What follows belongs to an exercise in optimizing a design on an open flow for small area; a production flow would make more cautious choices. Only simulation tests tie the RTL to the original design; equivalence was not proved. Power is estimated from default activity; no workload was simulated.

File: flow/design.v
module hold_gate(e, en, d, q, y);
input e, en, d, q;
output y;
assign y = (e & d) | (en & q);
endmodule
module aoi222(a0, b0, a1, b1, a2, b2, y);
input a0, b0, a1, b1, a2, b2;
output y;
assign y = ~((a0 & b0) | (a1 & b1) | (a2 & b2));
endmodule
module aoi22(a0, b0, a1, b1, y);
input a0, b0, a1, b1;
output y;
assign y = ~((a0 & b0) | (a1 & b1));
endmodule
module rsel32(s, d, y);
input [31:0] s, d;
output y;
wire [10:0] t;
genvar g;
generate
for (g = 0; g < 10; g = g + 1) begin : g3
	aoi222 u(.a0(s[3*g]), .b0(d[3*g]), .a1(s[3*g+1]), .b1(d[3*g+1]),
	         .a2(s[3*g+2]), .b2(d[3*g+2]), .y(t[g]));
end
endgenerate
aoi22 u10(.a0(s[30]), .b0(d[30]), .a1(s[31]), .b1(d[31]), .y(t[10]));
assign y = ~&t;
endmodule
module MIPS(clk,reset,In,Op,alu_result,reg1,reg2,ReadData,out);
input clk,reset;
input [31:0]In;
output [31:26] Op;
output [31:0] alu_result;
output [31:0] reg1,reg2;
output [31:0] ReadData;
output reg [31:0] out;
assign Op = In[31:26];
wire [5:0] op = In[31:26];
wire [4:0] rs = In[25:21];
wire [4:0] rt = In[20:16];
wire [4:0] rd = In[15:11];
wire [31:0] simm = {{16{In[15]}}, In[15:0]};
wire hi0    = ~reset & (op[5:3] == 3'b000);
wire is_add = hi0 & (op[2:0] == 3'd1);
wire is_sub = hi0 & (op[2:0] == 3'd3);
wire is_and = hi0 & (op[2:0] == 3'd5);
wire is_or  = hi0 & (op[2:0] == 3'd7);
wire is_lw  = hi0 & (op[2:0] == 3'd2);
wire is_sw  = hi0 & (op[2:0] == 3'd4);
wire is_r   = is_add | is_sub | is_and | is_or;
wire is_mem = is_lw | is_sw;
wire en     = is_r | is_mem;
reg [1023:0] R;    
reg [1023:0] M;    
reg [31:0] MRD;
wire [31:0] s1, s2, sm;
wire [31:0] alu;
wire inrange = (alu[31:5] == 27'd0);
genvar i, j;
generate
for (i = 0; i < 32; i = i + 1) begin : sel
	assign s1[i] = (rs == i);
	assign s2[i] = (rt == i);
	assign sm[i] = is_lw & inrange & (alu[4:0] == i);
end
endgenerate
wire [31:0] r1raw, r2raw, rdword;
generate
for (j = 0; j < 32; j = j + 1) begin : rbit
	wire [31:0] rcol, mcol;
	for (i = 0; i < 32; i = i + 1) begin : col
		assign rcol[i] = R[32*i + j];
		assign mcol[i] = M[32*i + j];
	end
	rsel32 p1(.s(s1), .d(rcol), .y(r1raw[j]));
	rsel32 p2(.s(s2), .d(rcol), .y(r2raw[j]));
	rsel32 pm(.s(sm), .d(mcol), .y(rdword[j]));
end
endgenerate
wire [31:0] r1 = r1raw & {32{en}};
wire [31:0] r2 = r2raw & {32{en}};
assign reg1 = r1;
assign reg2 = r2;
wire [31:0] b = is_mem ? simm : r2;
wire [31:0] sum = r1 + (b ^ {32{is_sub}}) + {31'd0, is_sub};
assign alu = is_and ? (r1 & b) : is_or ? (r1 | b) : sum;
assign alu_result = alu;
wire [31:0] wd = is_mem ? MRD : alu;
assign ReadData = wd;
wire [4:0] dst = is_r ? rd : rt;
generate
for (i = 0; i < 32; i = i + 1) begin : words
	wire [31:0] rinit = (i == 1) ? 32'd5 : (i == 2) ? 32'd15 : (i == 3) ? 32'd2 : 32'd0;
	wire [31:0] minit = (i == 15) ? 32'd9 : 32'd0;
	wire re = reset | (en & (dst == i));
	wire me = reset | (is_sw & inrange & (alu[4:0] == i));
	wire ren = ~re;
	wire men = ~me;
	wire [31:0] rnew = wd | ({32{reset}} & rinit);
	wire [31:0] mnew = r2 | ({32{reset}} & minit);
	wire [31:0] rnext, mnext;
	for (j = 0; j < 32; j = j + 1) begin : b
		hold_gate hr(.e(re), .en(ren), .d(rnew[j]), .q(R[32*i + j]), .y(rnext[j]));
		hold_gate hm(.e(me), .en(men), .d(mnew[j]), .q(M[32*i + j]), .y(mnext[j]));
	end
	always @(posedge clk) begin
		R[32*i +: 32] <= rnext;
		M[32*i +: 32] <= mnext;
	end
end
endgenerate
wire oe = reset | is_sw;
wire oen = ~oe;
wire [31:0] onext;
generate
for (j = 0; j < 32; j = j + 1) begin : ob
	hold_gate ho(.e(oe), .en(oen), .d(r2[j] & inrange), .q(out[j]), .y(onext[j]));
end
endgenerate
always @(posedge clk) begin
	MRD <= rdword | ({32{is_sw}} & MRD);
	out <= onext;
end
endmodule
File: flow/flow/run.sh
#!/bin/bash
# Layout flow: the standard synthesis, then a second synthesis of the same
# RTL whose final ABC mapping is area-oriented and sees the whole flattened
# design. The second netlist replaces the first only if it has exactly the
# same registers (names and cell types); then the standard flow continues
# from it to the final layout.
set -u
W=$(pwd)
R=$W/orfs/results/$FLOW_PLATFORM/MIPS/base

bash standard.sh synth > std_synth.log 2>&1 || exit 1
cp $R/1_2_yosys.v std_1_2_yosys.v

MY_ABC_SCRIPT=$W/flow/area.abc make -C $FLOW_HOME DESIGN_CONFIG=$W/config.mk \
  WORK_HOME=$W/orfs_area CLKGATE_MAP_FILE= SYNTH_SCRIPT=$W/flow/area_synth.tcl \
  $W/orfs_area/results/$FLOW_PLATFORM/MIPS/base/1_2_yosys.v > area_synth.log 2>&1
A=$W/orfs_area/results/$FLOW_PLATFORM/MIPS/base/1_2_yosys.v

regs() { grep -oE '^ *sky130_fd_sc_hd__(df|edf|sdf|dl)[a-z0-9_]* +[^ ]+' "$1" | sed -E 's/_[0-9]+ +/ /' | awk '{print $2, $1}' | sort; }
if [[ -s $A ]] && [[ -n "$(regs std_1_2_yosys.v)" ]] && diff <(regs std_1_2_yosys.v) <(regs $A) > regs_diff.txt; then
  echo "using the area netlist" > netlist_choice.txt
  cp $A $R/1_2_yosys.v
  rm -f $R/1_synth.odb $R/1_synth.sdc
else
  echo "registers differ; using the standard netlist" > netlist_choice.txt
fi

bash standard.sh BUFFER_PORTS_ARGS="-buffer_cell sky130_fd_sc_hd__buf_2" finish > std_finish.log 2>&1
File: flow/flow/area.abc
strash; &get -n; &st; &dch; &nf -R 1000; &put; topo; stime -c
File: flow/flow/area_synth.tcl
proc synth {args} { yosys synth -nofsm -noshare {*}$args }
# The final technology mapping: flatten first so ABC sees the whole design,
# and map with an area-oriented script.
proc abc {args} {
  set i [lsearch -exact $args -script]
  if {$i >= 0} { lset args [expr {$i + 1}] $::env(MY_ABC_SCRIPT) }
# left out here: clear keep_hierarchy, flatten, clean up
  yosys abc {*}$args
}
source $::env(SCRIPTS_DIR)/synth.tcl
# left out here: clear keep_hierarchy, flatten, clean up, hide names made inside functions, write 1_2_yosys.v
File: flow/standard.sh
#!/bin/bash
# synth_recipe.tcl (not shown) runs the flow's synth.tcl, then flattens the netlist and writes it again
# the make line also repeats each setting of config.mk as NAME=value (left out here)
make -C /OpenROAD-flow-scripts/flow DESIGN_CONFIG=/design/flow/config.mk WORK_HOME=/design/flow/orfs CLKGATE_MAP_FILE= SYNTH_SCRIPT=/design/flow/synth_recipe.tcl "${@:-finish}"
File: flow/config.mk
export PLATFORM = sky130hd
export DESIGN_NAME = MIPS
export DESIGN_NICKNAME = MIPS
export VERILOG_FILES = /design/flow/design.v
export SDC_FILE = /design/flow/constraint.sdc
export NUM_CORES = 4
export LEC_CHECK = 0
export CAP_MARGIN = 10
export CORE_MARGIN = 2
export CORE_UTILIZATION = 45
export CTS_BUF_LIST = sky130_fd_sc_hd__clkbuf_8
export SETUP_SLACK_MARGIN = 0.1
export SLEW_MARGIN = 10
export SYNTH_HIERARCHICAL = 1
File: flow/constraint.sdc
create_clock -name core_clock -period 12.0 [get_ports {clk}]
set_input_delay 2.4000 -clock core_clock [delete_from_list [all_inputs] [get_ports {clk}]]
set_output_delay 2.4000 -clock core_clock [all_outputs]
set_load 0.01 [all_outputs]
==> summary.txt, run 1 <==
- Run status: complete, no violations
- Gate power share: 5.3%
- Max-cap violations: 0
- Internal power: 10.9 mW
- Die Span X: 425 um
- Data arrival, critical path: 8.96 ns
- DRC violations left: 0
- Reg2Reg Depth: 36
- FF-to-FF setup slack: 3.42 ns
- DP Wirelength: 239000 um
- Largest net degree at the start of global routing: 65
- Worst reg2reg endpoint: MRD[22]
- Final Instance Area: 0.0955 mm^2
- Setup crit end kind: output port
- Synthesis-to-finish area growth: 19.9%
- Cell Rows: 154
- CTS tree: built
- Vias in the first global route: 73500
- Worst setup SP type: input port
- Switching portion of total power: 25.5%
- Hold Vio Cnt, Final: 0
- Final setup fails: 0
- Share of cells above drive strength 1: 13.2%
- Initial antenna violation count: 40
- Worst r2r src: R[66]
- Clk pwr share: 44.8%
- Min-delay src: M[55]
- Fmax: 88.0 MHz
- Mapped cell area: 0.0797 mm^2
- Mapped Cells: 8863
- # nets final: 9792
- Core ar.: 0.176 mm^2
- Port buffer count: 199
- Synth warn: 7
- Placed Area: 0.0883 mm^2
- Routed wire per std cell: 29.7 um
- Post-CTS Setup Repair Bufs: 0
- Hold_buf cts: 0
- RSZ-0062 raised after global routing: false
- CP startpoint: In[20]
- Initial core utilization: 45.3%
- Kind of critical path: input port to output port
- Worst Skew: 0.0729 ns
- Total Negative Setup Slacks: 0 ns
- Top Ports: 200
- Total global-route track usage: 39.1%
- Global route total overflow: 0
- Die area: 0.180 mm^2
- Clk pin slew, worst setup/hold paths: 0.05 ns
- Drt via density: 6.49
- Hold WS: 0.451 ns
- Cts bufs inserted: 361
- Pre-Repair DR Iteration Count: 17
- Die H: 425 um
- Worst slew pin tran: 1.23 ns
- Syn Area/Cell: 8.99 um^2
- Final worst-path cycle share: 94.7%
- Total Power: 14.6 mW
- Clock buffer depth: 4
- Slew Limit Fails: 0
- Worst VDD drop: 0.130 mV
- Clock sink total: 2112
- Util after Layout: 54.3%
- Tmin final: 11.36 ns
- First-pass GRT wire length: 520000 um
- Leak: 34.7 nW
- Worst-skew pair later-pin latency: 1.11 ns
- Hold Path Depth: 2
- Via count: 80100
- DRT iter0 DRCs: 16100
- Worst EP required: 9.60 ns
- H-tree lvl count: 5
- Syn nets: 8929
- Hold EP: M[55]
- Worst min-delay path category: register to register
- Post-Route WL: 367000 um
- Post-cts sizing count: 0
- Placer Congestion: 1.07
- Pwr/cell area: 153 mW/mm^2
- Root Buffer: clkbuf_8
- Max_slew headroom: 17.9%
- Final ANT Viol Nets: 0
- Sw Pwr: 3.73 mW
- Seq pwr share: 50.0%
- Critical Path Fanout Max: 33
## through the flow
stage                     worst slack, ns  instances
after global placement              0.746      11700
after CTS                           0.862      12300
after detailed placement            0.851      11700
after floorplan                     -1.66       8863
after global routing                0.294      12300
final                               0.638      12400
## worst max path at each step
stage / endpoint / slack [ns] / cells past startpoint
after floorplan: MRD[12] / -1.66 / 36
after global routing: ReadData[30] / 0.29 / 31
after global placement: MRD[9] / 0.75 / 38
after CTS: ReadData[28] / 0.86 / 31
after detailed placement: MRD[22] / 0.85 / 38
final: ReadData[30] / 0.64 / 26
## final cells by class
class,instances,area [um^2]
diodes,27,67.6
clock buffers,468,6440
clock inverters,154,759
fillers,16300,80600
inverters,73,274
multi-input cells,6576,38300
flip-flops and latches,2112,42300
well taps,2340,2930
repair buffers,602,4540
## layer usage
| layer | vias up | share of wire, % | global-route usage (%) |
|---|---|---|---|
| met5 | - | 0.070 | 0 |
| met4 | 38 | 8.1 | 28.3 |
| met3 | 1218 | 12 | 11.3 |
| met2 | 5297 | 41 | 56.3 |
| met1 | 37700 | 38 | 49.9 |
| li1 | 35900 | - | - |
## cell usage in the layout (no fill, tap or decap), types with 13 or more instances in the layout
cell / n
buf_12: 41
nor3_2: 27
xor2_1: 44
a22oi_1: 140
nand3_1: 112
nand2b_1: 14
a31oi_4: 26
nor4_4: 14
and3_1: 35
clkinv_1: 72
nand2_1: 2076
a21oi_4: 36
nand2_2: 13
ha_1: 31
dfxtp_1: 2112
nor4_2: 22
nand4_1: 216
a21oi_1: 177
a222oi_1: 759
o21ai_0: 2040
buf_4: 362
clkinv_2: 35
a221oi_1: 136
nor3_1: 56
clkbuf_8: 468
buf_2: 198
diode_2: 27
a22o_1: 163
mux2i_4: 25
inv_1: 108
nor2_1: 284
xnor2_1: 15
## sequential cells by signal, summed over array words and instances, names as in the netlist
register	flops
M	1024
MRD	32
R	1024
out	32
## power by group through the flow
stage	sequential [mW]	clock (mW)	combinational, mW
after floorplan	7.41	0	0.344
after global placement	7.44	0	0.723
after detailed placement	7.45	0	0.736
after CTS	7.30	6.59	0.736
after global routing	7.32	6.92	0.797
final	7.31	6.55	0.769
## worst max-delay path, cell delays in order
cell and delay (ns):
buf_2 0.59, nor3_2 0.19, buf_4 0.35, a222oi_1 0.60, nand4_1 0.45, or2_0 0.43
o21ai_4 0.26, a21oi_1 0.16, xor2_1 0.20, ha_1 0.42, a21oi_1 0.15, o21ai_0 0.17
nor2_1 0.09, or3_1 0.30, o211ai_1 0.13, nor3b_2 0.36, a21oi_2 0.13, o21ai_2 0.25
a211oi_1 0.13, xor2_1 0.14, o21ai_0 0.11, nor2_1 0.13, nor2_1 0.09, mux2i_4 0.39
clkinv_1 0.14, buf_2 0.16
==> inputs of run 2 (changes only) <==
--- a/flow/design.v
+++ b/flow/design.v
@@ -2,6 +2,11 @@
 input e, en, d, q;
 output y;
 assign y = (e & d) | (en & q);
+endmodule
+module flip_gate(e, en, d, q, y);
+input e, en, d, q;
+output y;
+assign y = ~((e | q) & (en | d));
 endmodule
 module aoi222(a0, b0, a1, b1, a2, b2, y);
 input a0, b0, a1, b1, a2, b2;
@@ -51,6 +56,9 @@
 wire is_r   = is_add | is_sub | is_and | is_or;
 wire is_mem = is_lw | is_sw;
 wire en     = is_r | is_mem;
+reg ph;
+always @(posedge clk)
+	ph <= ~reset & ~ph;
 reg [1023:0] R;    
 reg [1023:0] M;    
 reg [31:0] MRD;
@@ -62,10 +70,10 @@
 for (i = 0; i < 32; i = i + 1) begin : sel
 	assign s1[i] = (rs == i);
 	assign s2[i] = (rt == i);
-	assign sm[i] = is_lw & inrange & (alu[4:0] == i);
+	assign sm[i] = (alu[4:0] == i);
 end
 endgenerate
-wire [31:0] r1raw, r2raw, rdword;
+wire [31:0] x1, x2, xm;
 generate
 for (j = 0; j < 32; j = j + 1) begin : rbit
 	wire [31:0] rcol, mcol;
@@ -73,15 +81,16 @@
 		assign rcol[i] = R[32*i + j];
 		assign mcol[i] = M[32*i + j];
 	end
-	rsel32 p1(.s(s1), .d(rcol), .y(r1raw[j]));
-	rsel32 p2(.s(s2), .d(rcol), .y(r2raw[j]));
-	rsel32 pm(.s(sm), .d(mcol), .y(rdword[j]));
+	rsel32 p1(.s(s1), .d(rcol), .y(x1[j]));
+	rsel32 p2(.s(s2), .d(rcol), .y(x2[j]));
+	rsel32 pm(.s(sm), .d(mcol), .y(xm[j]));
 end
 endgenerate
-wire [31:0] r1 = r1raw & {32{en}};
-wire [31:0] r2 = r2raw & {32{en}};
+wire [31:0] r1 = (x1 ^ {32{ph}}) & {32{en}};
+wire [31:0] r2 = (x2 ^ {32{ph}}) & {32{en}};
 assign reg1 = r1;
 assign reg2 = r2;
+wire [31:0] rdword = (xm ^ {32{ph}}) & {32{is_lw & inrange}};
 wire [31:0] b = is_mem ? simm : r2;
 wire [31:0] sum = r1 + (b ^ {32{is_sub}}) + {31'd0, is_sub};
 assign alu = is_and ? (r1 & b) : is_or ? (r1 | b) : sum;
@@ -89,6 +98,10 @@
 wire [31:0] wd = is_mem ? MRD : alu;
 assign ReadData = wd;
 wire [4:0] dst = is_r ? rd : rt;
+wire [31:0] rd0 = reset ? 32'hFFFFFFFF : (wd ^ {32{ph}});    
+wire [31:0] rd1 = reset ? 32'h00000000 : (wd ^ {32{ph}});    
+wire [31:0] md0 = reset ? 32'hFFFFFFFF : (r2 ^ {32{ph}});
+wire [31:0] md1 = reset ? 32'h00000000 : (r2 ^ {32{ph}});
 generate
 for (i = 0; i < 32; i = i + 1) begin : words
 	wire [31:0] rinit = (i == 1) ? 32'd5 : (i == 2) ? 32'd15 : (i == 3) ? 32'd2 : 32'd0;
@@ -97,12 +110,10 @@
 	wire me = reset | (is_sw & inrange & (alu[4:0] == i));
 	wire ren = ~re;
 	wire men = ~me;
-	wire [31:0] rnew = wd | ({32{reset}} & rinit);
-	wire [31:0] mnew = r2 | ({32{reset}} & minit);
 	wire [31:0] rnext, mnext;
 	for (j = 0; j < 32; j = j + 1) begin : b
-		hold_gate hr(.e(re), .en(ren), .d(rnew[j]), .q(R[32*i + j]), .y(rnext[j]));
-		hold_gate hm(.e(me), .en(men), .d(mnew[j]), .q(M[32*i + j]), .y(mnext[j]));
+		flip_gate hr(.e(re), .en(ren), .d(rinit[j] ? rd1[j] : rd0[j]), .q(R[32*i + j]), .y(rnext[j]));
+		flip_gate hm(.e(me), .en(men), .d(minit[j] ? md1[j] : md0[j]), .q(M[32*i + j]), .y(mnext[j]));
 	end
 	always @(posedge clk) begin
 		R[32*i +: 32] <= rnext;
==> flow/flow/area_synth.tcl (replaced) <==
proc synth {args} { yosys synth -nofsm -noshare {*}$args }
# The final technology mapping: flatten first (all but the flip gate) so ABC
# sees the whole design, and map with an area-oriented script.
proc abc {args} {
  set i [lsearch -exact $args -script]
  if {$i >= 0} { lset args [expr {$i + 1}] $::env(MY_ABC_SCRIPT) }
  yosys setattr -mod -unset keep_hierarchy
  # the per-bit flip gate is mapped on its own, so that its two enable
  # inputs stay two inputs and it maps to one OR-OR-AND-invert cell
  if {![catch {yosys select -assert-any flip_gate}]} {
    yosys setattr -mod -set keep_hierarchy 1 flip_gate
  }
  yosys select -clear
  yosys flatten
  yosys opt_clean -purge
  yosys abc {*}$args
}
source $::env(SCRIPTS_DIR)/synth.tcl
# left out here: clear keep_hierarchy, flatten, clean up, hide names made inside functions, write 1_2_yosys.v
--- a/flow/config.mk
+++ b/flow/config.mk
@@ -9,6 +9,8 @@
 export CORE_MARGIN = 2
 export CORE_UTILIZATION = 45
 export CTS_BUF_LIST = sky130_fd_sc_hd__clkbuf_8
-export SETUP_SLACK_MARGIN = 0.1
+export CTS_CLUSTER_DIAMETER = 50
+export CTS_CLUSTER_SIZE = 14
+export SETUP_SLACK_MARGIN = 0.4
 export SLEW_MARGIN = 10
 export SYNTH_HIERARCHICAL = 1
==> summary.txt, run 2 <==
- Run status: complete, no violations
- Slew Limit Fails: 0 (unchanged)
- Die Span X: 413 um (-2.9%)
- Gate power share: 15.4% (+10 points)
- Hold_buf cts: 0 (unchanged)
- Global route total overflow: 0 (unchanged)
- Met3 Use GR: 12.2% (+0.95 points)
- Worst-skew pair later-pin latency: 1.03 ns (-0.08 ns)
- Initial core utilization: 45.4% (+0.18 points)
- CTS tree: built
- Hold EP: M[171]
- Total Negative Setup Slacks: 0 ns (unchanged)
- Commonest non-fill, non-tap cell in the layout: dfxtp_1
- Drt via density: 7.70 (+19%)
- CP dominant cell by count: nand2_1
- Vias in the first global route: 72700 (-1.2%)
- Max_slew headroom: 15.0% (-3.0 points)
- Max incr delay on CP: 0.69 ns (+0.09 ns)
- Synth warn: 7 (unchanged)
- DRC violations left: 0 (unchanged)
- GRT met1 Usage: 52.4% (+2.6 points)
- Final ANT Viol Nets: 0 (unchanged)
- Clk pwr share: 29.5% (-15 points)
- Max-cap violations: 0 (unchanged)
- Worst min-delay path category: register to register
- Hold WS: 0.445 ns (-0.00551 ns)
- Initial antenna violation count: 15 (-63%)
- Hold Path Depth: 1 (-1)
- Total Power: 15.4 mW (+5.0%)
- Switching portion of total power: 31.2% (+5.7 points)
- Total global-route track usage: 42.5% (+3.4 points)
- Worst VDD drop: 0.133 mV (+2.4%)
- Post-Route WL: 379000 um (+3.3%)
- Clock sink total: 2113 (+0.047%)
- Core ar.: 0.165 mm^2 (-6.1%)
- Final Instance Area: 0.0883 mm^2 (-7.5%)
- Port buffer count: 199 (unchanged)
- Die H: 413 um (-2.9%)
- Clk pin slew, worst setup/hold paths: 0.08 ns (+0.03 ns)
- Worst EP required: 9.60 ns (about the same)
- Placer Congestion: 1.06 (-0.53%)
- Worst slew pin tran: 1.27 ns (+0.0486 ns)
- Min-delay src: M[171]
- Routed wire per std cell: 37.3 um (+26%)
- First-pass GRT wire length: 530000 um (+2.0%)
- Pwr/cell area: 174 mW/mm^2 (+14%)
- Worst Skew: 0.0678 ns (-0.00503 ns)
- Root Buffer: clkbuf_8
- Synthesis-to-finish area growth: 17.6%
- H-tree lvl count: 4 (-1)
- Worst r2r src: R[448]
- DP Wirelength: 243000 um (+1.6%)
- Clock buffer depth: 3 (-1)
- Worst reg2reg endpoint: out[11]
- Fmax: 87.0 MHz (-1.2%)
- Placed Area: 0.0841 mm^2 (-4.7%)
- Critical Path Fanout Max: 29 (-12%)
- Largest net degree at the start of global routing: 56 (-14%)
- Most frequent cells in the layout: 2112 x dfxtp_1, 2049 x o22ai_1, 960 x a222oi_1
- RSZ-0062 raised after global routing: true
- Syn Area/Cell: 10.8 um^2 (+20%)
- Seq pwr share: 55.1% (+5.1 points)
- Syn nets: 7033 (-21%)
- Reg2Reg Depth: 40 (+11%)
- Pre-Repair DR Iteration Count: 13 (-4)
- Mapped Cells: 6968 (-21%)
- Mapped cell area: 0.0751 mm^2 (-5.7%)
- Final worst-path cycle share: 95.8% (+1.1 points)
- GRT Max-Usage Layer: met2
- Tmin final: 11.50 ns (+0.137 ns)
- FF-to-FF setup slack: 3.27 ns (-0.15 ns)
- # nets final: 7906 (-19%)
- DRT iter0 DRCs: 18500 (+15%)
- Via count: 78100 (-2.5%)
- Final setup fails: 0 (unchanged)
- Hold Vio Cnt, Final: 0 (unchanged)
- Die area: 0.170 mm^2 (-5.7%)
- Final Non-Filler Cells: 10200 (-18%)
- Top Ports: 200 (unchanged)
- Met2 Use GR: 61.8% (+5.5 points)
- Dpl cells: 9813 (-16%)
- Cts bufs inserted: 197 (-45%)
- Sw Pwr: 4.79 mW (+28%)
- Leak: 32.7 nW (-6.0%)
- Internal power: 10.6 mW (-3.0%)
- Data arrival, critical path: 9.10 ns (+0.14 ns)
- Setup crit end kind: output port
- Share of cells above drive strength 1: 14.8% (+1.6 points)
- Worst setup SP type: input port
- Cell Rows: 149 (-3.2%)
- Kind of critical path: input port to output port
- Top Registers: M x1024, R x1024
- Worst-path cell with the longest stage delay: a31oi_1
## run 2: cell count changes in the layout (fill, tap and decap cells not counted), sizes merged, moves of 110 or more
cell	previous run	this run
a22o	163	0
o21ai	2059	183
a222oi	759	960
nand2	2092	249
o22ai	0	2049
nor2	290	150
clkbuf	468	216
a221oi	136	1
xnor2	15	125
## run 2: layout make-up
type	instances	area, um^2
clock buffer	214	2950
inverter	161	607
sequential	2113	42300
fill	14900	77000
clock inverter	100	963
timing repair buffer	712	5590
tap	2189	2740
antenna	6	15.0
multi-input combinational	4656	33200
## run 2: critical path, delay by kind of cell
| family | cells | cell delay (ns) |
|---|---|---|
| AND/OR/NAND/NOR | 15 | 2.24 |
| adder cells (fa/ha/maj) | 1 | 0.35 |
| AO/OA/AOI/OAI | 9 | 2.08 |
| buffers and inverters | 9 | 1.62 |
| XOR/XNOR | 2 | 0.33 |
## run 2: power groups by stage
stage	Clock (mW)	Sequential, mW	Combinational (mW)
after floorplan	0	8.41	1.22
after global placement	0	8.55	2.21
after detailed placement	0	8.57	2.25
after CTS	4.54	8.41	2.25
after global routing	4.80	8.54	2.42
final	4.53	8.46	2.37
## run 2: metal layers
metal / up-vias / part of all wire, % / wire length [um]
li1: 32400 / - / -
met1: 38200 / 36 / 136000
met2: 6218 / 42 / 158000
met3: 1320 / 13 / 49200
met4: 10 / 9.2 / 34900
met5: - / 0.029 / 111
## run 2: worst max-delay path by stage
stage                      start           end  slack [ns]  cells after the start
final                     In[16]  ReadData[18]        0.50                     36
after global routing      In[16]  ReadData[30]        0.37                     36
after CTS                 In[17]  ReadData[30]        0.41                     36
after detailed placement  In[18]  ReadData[30]        0.35                     37
after global placement    In[18]  ReadData[30]        0.33                     39
after floorplan           In[31]          M[0]        0.27                     20
## run 2: through the flow
step	setup WS, ns	util, %
3_5_place_dp	0.349	50.9
6_report	0.501	53.4
3_3_place_gp	0.325	50.9
4_1_cts	0.413	53.2
5_1_grt	0.369	53.4
2_1_floorplan	0.266	-
## run 2: repair_timing
action                     CTS  global route
setup endpoints to repair    2            14
pin swaps                    3            28
buffers inserted             2            14
cloned                       0             0
gates resized for setup      2            51
==> inputs of run 3 (changes only) <==
--- a/flow/config.mk
+++ b/flow/config.mk
@@ -11,6 +11,6 @@
 export CTS_BUF_LIST = sky130_fd_sc_hd__clkbuf_8
 export CTS_CLUSTER_DIAMETER = 50
 export CTS_CLUSTER_SIZE = 14
-export SETUP_SLACK_MARGIN = 0.4
+export SETUP_SLACK_MARGIN = 0.25
 export SLEW_MARGIN = 10
 export SYNTH_HIERARCHICAL = 1
==> summary.txt, run 3 <==
- Mapped Cells: 6968 (unchanged)
- Clock buffer depth: 3 (unchanged)
- Routed wire per std cell: 37.5 um (+0.56%)
- Worst VDD drop: 0.137 mV (+3.1%)
- Clock sink total: 2113 (unchanged)
- Clk pwr share: 29.3% (-0.2 points)
- Syn nets: 7033 (unchanged)
- Worst-skew pair later-pin latency: 1.06 ns (+0.03 ns)
- Die H: 413 um (unchanged)
- Worst min-delay path category: register to register
- Fmax: 86.2 MHz (-0.84%)
- Share of cells above drive strength 1: 15.0% (+0.11 points)
- DRC violations left: 0 (unchanged)
- Max incr delay on CP: 0.66 ns (-0.03 ns)
- DRT iter0 DRCs: 19500 (+5.8%)
- Hold Vio Cnt, Final: 0 (unchanged)
- CP dominant cell by count: nand2_1
- Pre-CTS setup slack: -0.105 ns (-0.454 ns)
- Worst-path cell with the longest stage delay: a222oi_1
- Max-cap violations: 0 (unchanged)
- Total global-route track usage: 42.7% (+0.24 points)
- Mapped cell area: 0.0751 mm^2 (unchanged)
- Die Span X: 413 um (unchanged)
- Pwr/cell area: 173 mW/mm^2 (-0.20%)
- Root Buffer: clkbuf_8
- CP Buf/Inv Count: 6 (-3)
- Gate power share: 15.7% (+0.3 points)
- Internal power: 10.5 mW (-0.45%)
- Dpl cells: 9816 (+0.031%)
- Switching portion of total power: 31.5% (+0.27 points)
- Via count: 78300 (+0.21%)
- Top Ports: 200 (unchanged)
- Placer Congestion: 1.02 (-3.5%)
- Final setup fails: 0 (unchanged)
- Final worst-path cycle share: 96.6% (+0.81 points)
- Run status: complete, no violations
- Fillers: 15000 (+0.70%)
- Data arrival, critical path: 9.20 ns (+0.10 ns)
- Tmin final: 11.60 ns (+0.0974 ns)
- Post-Route WL: 381000 um (+0.57%)
- RSZ-0062 raised after global routing: false
- # nets final: 7904 (-0.025%)
- Top Registers: M x1024, R x1024
- Total Power: 15.3 mW (about the same)
- Max_slew headroom: 7.57% (-7.4 points)
- Vias in the first global route: 73400 (+1.1%)
- H-tree lvl count: 4 (unchanged)
- Slew Limit Fails: 0 (unchanged)
- Die area: 0.170 mm^2 (unchanged)
- Port buffer count: 199 (unchanged)
- Largest net degree at the start of global routing: 46 (-18%)
- Seq pwr share: 54.9% (-0.2 points)
- Hold_buf cts: 0 (unchanged)
- Initial core utilization: 45.4% (unchanged)
- Critical Path Fanout Max: 31 (+6.9%)
- Final Non-Filler Cells: 10200 (+0.0099%)
- CTS tree: built
- Cell Rows: 149 (unchanged)
- Slack of the critical path: 0.403 ns (-0.0974 ns)
- Sw Pwr: 4.83 mW (+0.81%)
- Clk pin slew, worst setup/hold paths: 0.08 ns (about the same)
- Delay-heaviest family, CP: simple AND/OR/NAND/NOR gates
- Worst setup SP type: input port
- Kind of critical path: input port to output port
- Synth warn: 7 (unchanged)
- Worst Skew: 0.0834 ns (+0.0155 ns)
- Util after Layout: 53.5% (+0.073 points)
- Drt via density: 7.71 (+0.20%)
- Worst slew pin tran: 1.38 ns (+0.108 ns)
- Final ANT Viol Nets: 0 (unchanged)
- First-pass GRT wire length: 534000 um (+0.69%)
- Syn Area/Cell: 10.8 um^2 (unchanged)
- Initial antenna violation count: 11 (-4)
- Worst EP required: 9.60 ns (about the same)
- Setup crit end kind: output port
- Cts bufs inserted: 198 (+0.51%)
- Leak: 32.7 nW (about the same)
- Global route total overflow: 0 (unchanged)
- DP Wirelength: 239000 um (-1.7%)
- Pre-Repair DR Iteration Count: 12 (-1)
- Most frequent cells in the layout: 2112 x dfxtp_1, 2049 x o22ai_1, 960 x a222oi_1
- Synthesis-to-finish area growth: 17.7%
- Core ar.: 0.165 mm^2 (unchanged)
- Commonest non-fill, non-tap cell in the layout: dfxtp_1
## run 3: cell count changes in the layout (fill, tap and decap cells not counted), sizes merged
| cell | delta |
|---|---|
| buf | -3 |
| bufinv | -4 |
| clkbuf | +5 |
| clkinv | -8 |
| clkinvlp | +3 |
| diode | +5 |
| inv | +3 |
## run 3: through the flow
step / hold slack, ns / area (um^2) / TNS [ns]
finish: 0.447 / 88500 / 0
global route: 0.455 / 88400 / 0
CTS: 0.448 / 88100 / 0
detailed placement: 0.436 / 84300 / -0.105
global placement: 0.428 / 84300 / -0.188
floorplan: 0.420 / 75300 / 0
## run 3: layout make-up
class	instances	area (um^2)	share of cell area, %
Sequential cell	2113	42300	47.8
Clock buffer	219	3010	3.41
Inverter	161	607	0.686
Antenna cell	11	27.5	0.0311
Multi-Input combinational cell	4656	33200	37.5
Clock inverter	94	842	0.952
Tap cell	2189	2740	3.10
Timing Repair Buffer	709	5720	6.47
## run 3: worst paths after layout
kind / startpoint / endpoint / slack [ns] / depth (start not counted)
worst max-delay path: In[24] / ReadData[20] / 0.40 / 30
worst min-delay path: M[671] / M[671] / 0.45 / 1
worst max register to register: ph / M[68] / 3.11 / 38
worst min register to register: M[671] / M[671] / 0.45 / 1
## run 3: per-layer routing
layer | vias to the layer above | track usage (%) | share of wire [%]
met3 | 1320 | 12.8 | 13
met5 | - | 0 | 0.015
met1 | 38300 | 52.2 | 36
met4 | 8 | 32.5 | 8.7
li1 | 32300 | - | -
met2 | 6333 | 63.2 | 43
## run 3: power by group through the flow
stage          logic, mW  clock network [mW]  registers, mW
5_1_grt             2.45                4.77           8.51
3_5_place_dp        2.28                   0           8.55
4_1_cts             2.28                4.52           8.39
3_3_place_gp        2.23                   0           8.52
2_1_floorplan       1.22                   0           8.41
6_report            2.41                4.50           8.43
## run 3: repair_timing
action / in CTS / in global routing
pin swaps: 1 / 33
buffers inserted: 1 / 11
endpoints found under the setup margin: 5 / 20
resized for setup: 6 / 70
==> inputs of run 4 (changes only) <==
--- a/flow/config.mk
+++ b/flow/config.mk
@@ -5,12 +5,12 @@
 export SDC_FILE = /design/flow/constraint.sdc
 export NUM_CORES = 4
 export LEC_CHECK = 0
-export CAP_MARGIN = 10
+export CAP_MARGIN = 0
 export CORE_MARGIN = 2
 export CORE_UTILIZATION = 45
 export CTS_BUF_LIST = sky130_fd_sc_hd__clkbuf_8
 export CTS_CLUSTER_DIAMETER = 50
 export CTS_CLUSTER_SIZE = 14
 export SETUP_SLACK_MARGIN = 0.25
-export SLEW_MARGIN = 10
+export SLEW_MARGIN = 0
 export SYNTH_HIERARCHICAL = 1
==> summary.txt, run 4 <==
- Clock sink total: 2113 (unchanged)
- CP Depth: 30 (unchanged)
- First-pass GRT wire length: 534000 um (unchanged)
- Die H: 413 um (unchanged)
- Initial antenna violation count: 11 (unchanged)
- Leak: 32.7 nW (unchanged)
- Worst reg2reg endpoint: M[68]
- Synthesis-to-finish area growth: 17.7% (unchanged)
- FF-to-FF setup slack: 3.11 ns (about the same)
- Kind of critical path: input port to output port
- Switching portion of total power: 31.5% (unchanged)
- Most frequent cells in the layout: 2112 x dfxtp_1, 2049 x o22ai_1, 960 x a222oi_1
- Pwr/cell area: 173 mW/mm^2 (unchanged)
- DP Wirelength: 239000 um (unchanged)
- Slew Limit Fails: 0 (unchanged)
- Final setup fails: 0 (unchanged)
- Worst setup SP type: input port
- Routed wire per std cell: 37.5 um (unchanged)
- RSZ-0062 raised after global routing: false
- Post-Route WL: 381000 um (unchanged)
- Setup crit end kind: output port
- Mapped Cells: 6968 (unchanged)
- Clk pin slew, worst setup/hold paths: 0.08 ns (about the same)
- Total Negative Setup Slacks: 0 ns (unchanged)
- Worst r2r src: ph
- Syn Area/Cell: 10.8 um^2 (unchanged)
- CP startpoint: In[24]
- Pre-Repair DR Iteration Count: 12 (unchanged)
- Worst EP required: 9.60 ns (about the same)
- CP Buf/Inv Count: 6 (unchanged)
- Hold WS: 0.447 ns (unchanged)
- # nets final: 7904 (unchanged)
- Clk pwr share: 29.3% (about the same)
- Reg2Reg Depth: 38 (unchanged)
- Seq pwr share: 54.9% (about the same)
- Worst min-delay path category: register to register
- Top Ports: 200 (unchanged)
- Mapped cell area: 0.0751 mm^2 (unchanged)
- Clock buffer depth: 3 (unchanged)
- Placer Congestion: 1.02 (unchanged)
- CP dominant cell by count: nand2_1
- Die area: 0.170 mm^2 (unchanged)
- Worst VDD drop: 0.137 mV (unchanged)
- Vias in the first global route: 73400 (unchanged)
- Cell Rows: 149 (unchanged)
- M1 WL: 136000 um (unchanged)
- Initial core utilization: 45.4% (unchanged)
- Max-cap violations: 0 (unchanged)
- Drt via density: 7.71 (unchanged)
- Share of cells above drive strength 1: 15.0% (unchanged)
- Delay-heaviest family, CP: simple AND/OR/NAND/NOR gates
- Internal power: 10.5 mW (unchanged)
- Worst Skew: 0.0834 ns (unchanged)
- Data arrival, critical path: 9.20 ns (about the same)
- Max_slew headroom: 7.57% (unchanged)
- DRT iter0 DRCs: 19500 (unchanged)
- Final worst-path cycle share: 96.6% (unchanged)
- Total global-route track usage: 42.7% (unchanged)
- Tmin final: 11.60 ns (unchanged)
- Hold_buf cts: 0 (unchanged)
- Critical Path Fanout Max: 31 (unchanged)
- Final ANT Viol Nets: 0 (unchanged)
- Placed Area: 0.0843 mm^2 (unchanged)
- DRC violations left: 0 (unchanged)
- Largest net degree at the start of global routing: 46 (unchanged)
- CTS tree: built
- Run status: complete, no violations
- Commonest non-fill, non-tap cell in the layout: dfxtp_1
- Max Used Layer: met5
- Worst-path cell with the longest stage delay: a222oi_1
- Worst slew pin tran: 1.38 ns (unchanged)
- Port buffer count: 199 (unchanged)
- Util after Layout: 53.5% (unchanged)
- DR WL met3: 49900 um (unchanged)
- Global route total overflow: 0 (unchanged)
- Top Registers: M x1024, R x1024
- CP endpoint: ReadData[20]
- Worst-skew pair later-pin latency: 1.06 ns (about the same)
- Syn nets: 7033 (unchanged)
- Fmax: 86.2 MHz (unchanged)
- Cts bufs inserted: 198 (unchanged)
- Final Instance Area: 0.0885 mm^2 (unchanged)
- Gate power share: 15.7% (about the same)
- Max incr delay on CP: 0.66 ns (about the same)
- Die Span X: 413 um (unchanged)
- DR WL met2: 162000 um (unchanged)
- Root Buffer: clkbuf_8
- Hold Vio Cnt, Final: 0 (unchanged)
- Via count: 78300 (unchanged)
- Sw Pwr: 4.83 mW (unchanged)
- Core ar.: 0.165 mm^2 (unchanged)
- H-tree lvl count: 4 (unchanged)
- Synth warn: 7 (unchanged)
[run 4: through the flow]
stage	worst slack, ns	std cells	power [mW]
floorplan	0.153	6968	9.63
global placement	-0.114	9816	10.8
global route	0.281	10100	15.7
CTS	0.172	10100	15.2
detailed placement	-0.105	9816	10.8
finish	0.403	10200	15.3
[run 4: worst register-to-register path, delay by kind of cell (launching register included)]
family / cells / cell delay, ns
simple gates: 18 / 3.28
buf+inv: 8 / 2.60
compound gates: 8 / 1.54
xor+xnor: 3 / 0.54
flops: 1 / 0.52
fa+ha+maj: 1 / 0.36
[run 4: cell type report]
class | instances | area (um^2)
Fill cell | 15000 | 76900
Inverter | 161 | 607
Tap cell | 2189 | 2740
Clock buffer | 219 | 3010
Clock inverter | 94 | 842
Antenna cell | 11 | 27.5
Timing Repair Buffer | 709 | 5720
Sequential cell | 2113 | 42300
Multi-Input combinational cell | 4656 | 33200
[run 4: worst min-delay path by stage]
stage	start	cells past startpoint	to	slack, ns
after floorplan	MRD[10]	2	MRD[10]	0.42
after global placement	M[48]	1	M[48]	0.43
after detailed placement	M[708]	1	M[708]	0.44
after CTS	M[631]	1	M[631]	0.45
after global routing	M[631]	1	M[631]	0.45
final	M[671]	1	M[671]	0.45
[run 4: metal layers]
layer / up-vias / global-route usage, %
li1: 32300 / -
met1: 38300 / 52.2
met2: 6333 / 63.2
met3: 1320 / 12.8
met4: 8 / 32.5
met5: - / 0
[run 4: what timing repair did]
| action | in CTS | in global routing |
|---|---|---|
| setup endpoints to repair | 5 | 20 |
| setup buffers | 1 | 11 |
| pin swaps | 1 | 33 |
| resized for setup | 6 | 70 |
[run 4: power by group through the flow]
stage	clock network, mW	logic [mW]	registers, mW
after floorplan	0	1.22	8.41
after global placement	0	2.23	8.52
after detailed placement	0	2.28	8.55
after CTS	4.52	2.28	8.39
after global routing	4.77	2.45	8.51
final	4.50	2.41	8.43
==> inputs of run 5 (changes only) <==
--- a/flow/config.mk
+++ b/flow/config.mk
@@ -9,8 +9,8 @@
 export CORE_MARGIN = 2
 export CORE_UTILIZATION = 45
 export CTS_BUF_LIST = sky130_fd_sc_hd__clkbuf_8
-export CTS_CLUSTER_DIAMETER = 50
-export CTS_CLUSTER_SIZE = 14
+export CTS_CLUSTER_DIAMETER = 55
+export CTS_CLUSTER_SIZE = 17
 export SETUP_SLACK_MARGIN = 0.25
 export SLEW_MARGIN = 0
 export SYNTH_HIERARCHICAL = 1
==> summary.txt, run 5 <==
- Run status: complete, no violations
- Final worst-path cycle share: 97.7% (+1.0 points)
- Synthesis-to-finish area growth: 17.5%
- CP startpoint: In[21]
- Final Instance Area: 0.0883 mm^2 (-0.20%)
- Via count: 78100 (-0.18%)
- First-pass GRT wire length: 533000 um (-0.21%)
- Worst r2r src: R[705]
- Top Ports: 200 (unchanged)
- Routed wire per std cell: 37.5 um (about the same)
- Drt via density: 7.72 (about the same)
- Setup crit end kind: output port
- Clock buffer depth: 3 (unchanged)
- Largest net degree at the start of global routing: 46 (unchanged)
- Worst VDD drop: 0.139 mV (+2.0%)
- Clk pin slew, worst setup/hold paths: 0.09 ns (about the same)
- Initial antenna violation count: 18 (+7)
- DP Wirelength: 239000 um (unchanged)
- Synth warn: 7 (unchanged)
- Worst slew pin tran: 1.34 ns (-0.0399 ns)
- Placed Area: 0.0843 mm^2 (unchanged)
- Vias in the first global route: 73300 (-0.16%)
- Mapped cell area: 0.0751 mm^2 (unchanged)
- Data arrival, critical path: 9.32 ns (+0.12 ns)
- Fmax: 85.3 MHz (-1.1%)
- Post-Route WL: 380000 um (-0.26%)
- Final ANT Viol Nets: 0 (unchanged)
- # nets final: 7878 (-0.33%)
- Port buffer count: 199 (unchanged)
- FF-to-FF setup slack: 3.04 ns (-0.07 ns)
- Final Non-Filler Cells: 10100 (-0.28%)
- Worst EP required: 9.60 ns (about the same)
- Worst Skew: 0.0636 ns (-0.0198 ns)
- Critical Path Fanout Max: 31 (unchanged)
- DRC violations left: 0 (unchanged)
- Cell Rows: 149 (unchanged)
- Leak: 32.6 nW (-0.30%)
- Global route total overflow: 0 (unchanged)
- Die Span X: 413 um (unchanged)
- Final setup fails: 0 (unchanged)
- Tmin final: 11.72 ns (+0.125 ns)
- Die area: 0.170 mm^2 (unchanged)
- Slew Limit Fails: 0 (unchanged)
- Initial core utilization: 45.4% (unchanged)
- Pre-Repair DR Iteration Count: 17 (+5)
- CTS tree: built
- Worst min-delay path category: register to register
- Mapped Cells: 6968 (unchanged)
- Worst setup SP type: input port
- Cts bufs inserted: 173 (-13%)
- Root Buffer: clkbuf_8
- Hold Vio Cnt, Final: 0 (unchanged)
- Core ar.: 0.165 mm^2 (unchanged)
- Pwr/cell area: 173 mW/mm^2 (-0.21%)
- Dpl cells: 9816 (unchanged)
- Syn nets: 7033 (unchanged)
- Max-cap violations: 0 (unchanged)
- Worst-skew pair later-pin latency: 1.02 ns (-0.04 ns)
- Min-delay src: M[645]
- DRT iter0 DRCs: 19500 (-0.16%)
- Placer Congestion: 1.02 (unchanged)
- H-tree lvl count: 4 (unchanged)
- Clock sink total: 2113 (unchanged)
- Commonest non-fill, non-tap cell in the layout: dfxtp_1
- Total Negative Setup Slacks: 0 ns (unchanged)
- Most frequent cells in the layout: 2112 x dfxtp_1, 2049 x o22ai_1, 960 x a222oi_1
- RSZ-0062 raised after global routing: false
- Max_slew headroom: 10.2% (+2.7 points)
- Total global-route track usage: 42.6% (-0.084 points)
- Kind of critical path: input port to output port
- Syn Area/Cell: 10.8 um^2 (unchanged)
- Die H: 413 um (unchanged)
- Top Registers: M x1024, R x1024
- Share of cells above drive strength 1: 14.8% (-0.19 points)
==> run 5: worst paths after layout <==
path / cells past startpoint / end
min: 1 / M[645]
max: 26 / ReadData[22]
min reg2reg: 1 / M[645]
max reg2reg: 40 / M[68]
==> run 5: routing by layer <==
layer / vias up / part of all wire (%) / track usage (%)
met5: - / 0.018 / 0
met4: 10 / 9.0 / 33.6
met3: 1322 / 13 / 12.9
met2: 6185 / 42 / 62.7
met1: 38300 / 36 / 51.9
li1: 32300 / - / -
==> run 5: repair_timing <==
| action | 4_1_cts | 5_1_grt |
|---|---|---|
| gates resized for setup | 6 | 66 |
| setup endpoints to repair | 5 | 22 |
| pin swaps | 1 | 31 |
| hold buffers | 0 | 0 |
| setup buffers | 1 | 10 |
==> run 5: critical path, stage by stage <==
cell      delay (ns)
buf_2           0.21
and2_0          0.31
and3_1          0.27
buf_4           0.33
a222oi_1        0.64
nand4_1         0.44
nor3_1          0.89
xnor2_1         0.13
nand2_1         0.17
clkinv_1        0.23
ha_1            0.47
nand2_1         0.13
or3_1           0.38
o211ai_1        0.16
a21oi_1         0.17
or3_1           0.33
o211ai_1        0.12
xnor2_1         0.15
nor2_1          0.05
o21ai_0         0.43
buf_4           0.23
nand2_1         0.05
o21ai_0         0.10
buf_4           0.26
clkinv_1        0.09
buf_2           0.14
==> run 5: stage by stage <==
stage | hold WS (ns) | util (%) | power, mW | setup WS [ns]
after floorplan | 0.420 | - | 9.63 | 0.153
after global placement | 0.428 | 51.0 | 10.8 | -0.114
after detailed placement | 0.436 | 51.0 | 10.8 | -0.105
after CTS | 0.450 | 53.2 | 15.1 | 0.172
after global routing | 0.457 | 53.4 | 15.7 | 0.256
final | 0.448 | 53.4 | 15.3 | 0.279
==> run 5: area by class of cell <==
type                       count  area (um^2)
antenna                       11         27.5
timing repair buffer         708         5710
clock buffer                 200         2750
inverter                     161          607
clock inverter                86          946
sequential                  2113        42300
tap                         2189         2740
multi-input combinational   4656        33200
fill                       15000        77100
==> run 5: report_power, final <==
group | leakage, nW | switching (mW) | internal [mW]
registers | 17.8 | 0.571 | 7.86
logic | 12.9 | 1.60 | 0.808
clock network | 1.90 | 2.61 | 1.83
total | 32.6 | 4.79 | 10.5

[port drivers added, routing unchanged]
The results above use ideal ports. As a check the final layouts listed here were re-extracted and re-timed, cells and wires unchanged.
Step 1: set_driving_cell puts a clkbuf_16 on clk and a buf_2 on each other input, an assumption about the parent block.
Step 2 also shifts input and output timing later by t, the mid clock arrival at the registers, as if the neighbouring blocks saw the same clock.
Slacks: ideal ports / drivers / drivers and shift; pairs: ideal ports / drivers.
run | shift t [ns] | setup WS [ns] | worst setup path at the end | slew at the worst register clock pin (ns) | worst data-port slew with drivers (ns)
run 1 | 1.165 | 0.638 / 0.527 / 0.351 | input to register | 0.07 / 0.07 | 0.20
run 2 | 1.080 | 0.501 / 0.420 / 0.225 | input to register | 0.10 / 0.10 | 0.15
run 3 | 1.102 | 0.403 / 0.302 / 0.120 | input to register | 0.10 / 0.10 | 0.17
run 4 | 1.102 | 0.403 / 0.302 / 0.120 | input to register | 0.10 / 0.10 | 0.17
run 5 | 1.079 | 0.279 / 0.217 / -0.008 | input to register | 0.12 / 0.12 | 0.18
With both steps, setup timing fails in run 5, where it was met with ideal ports.
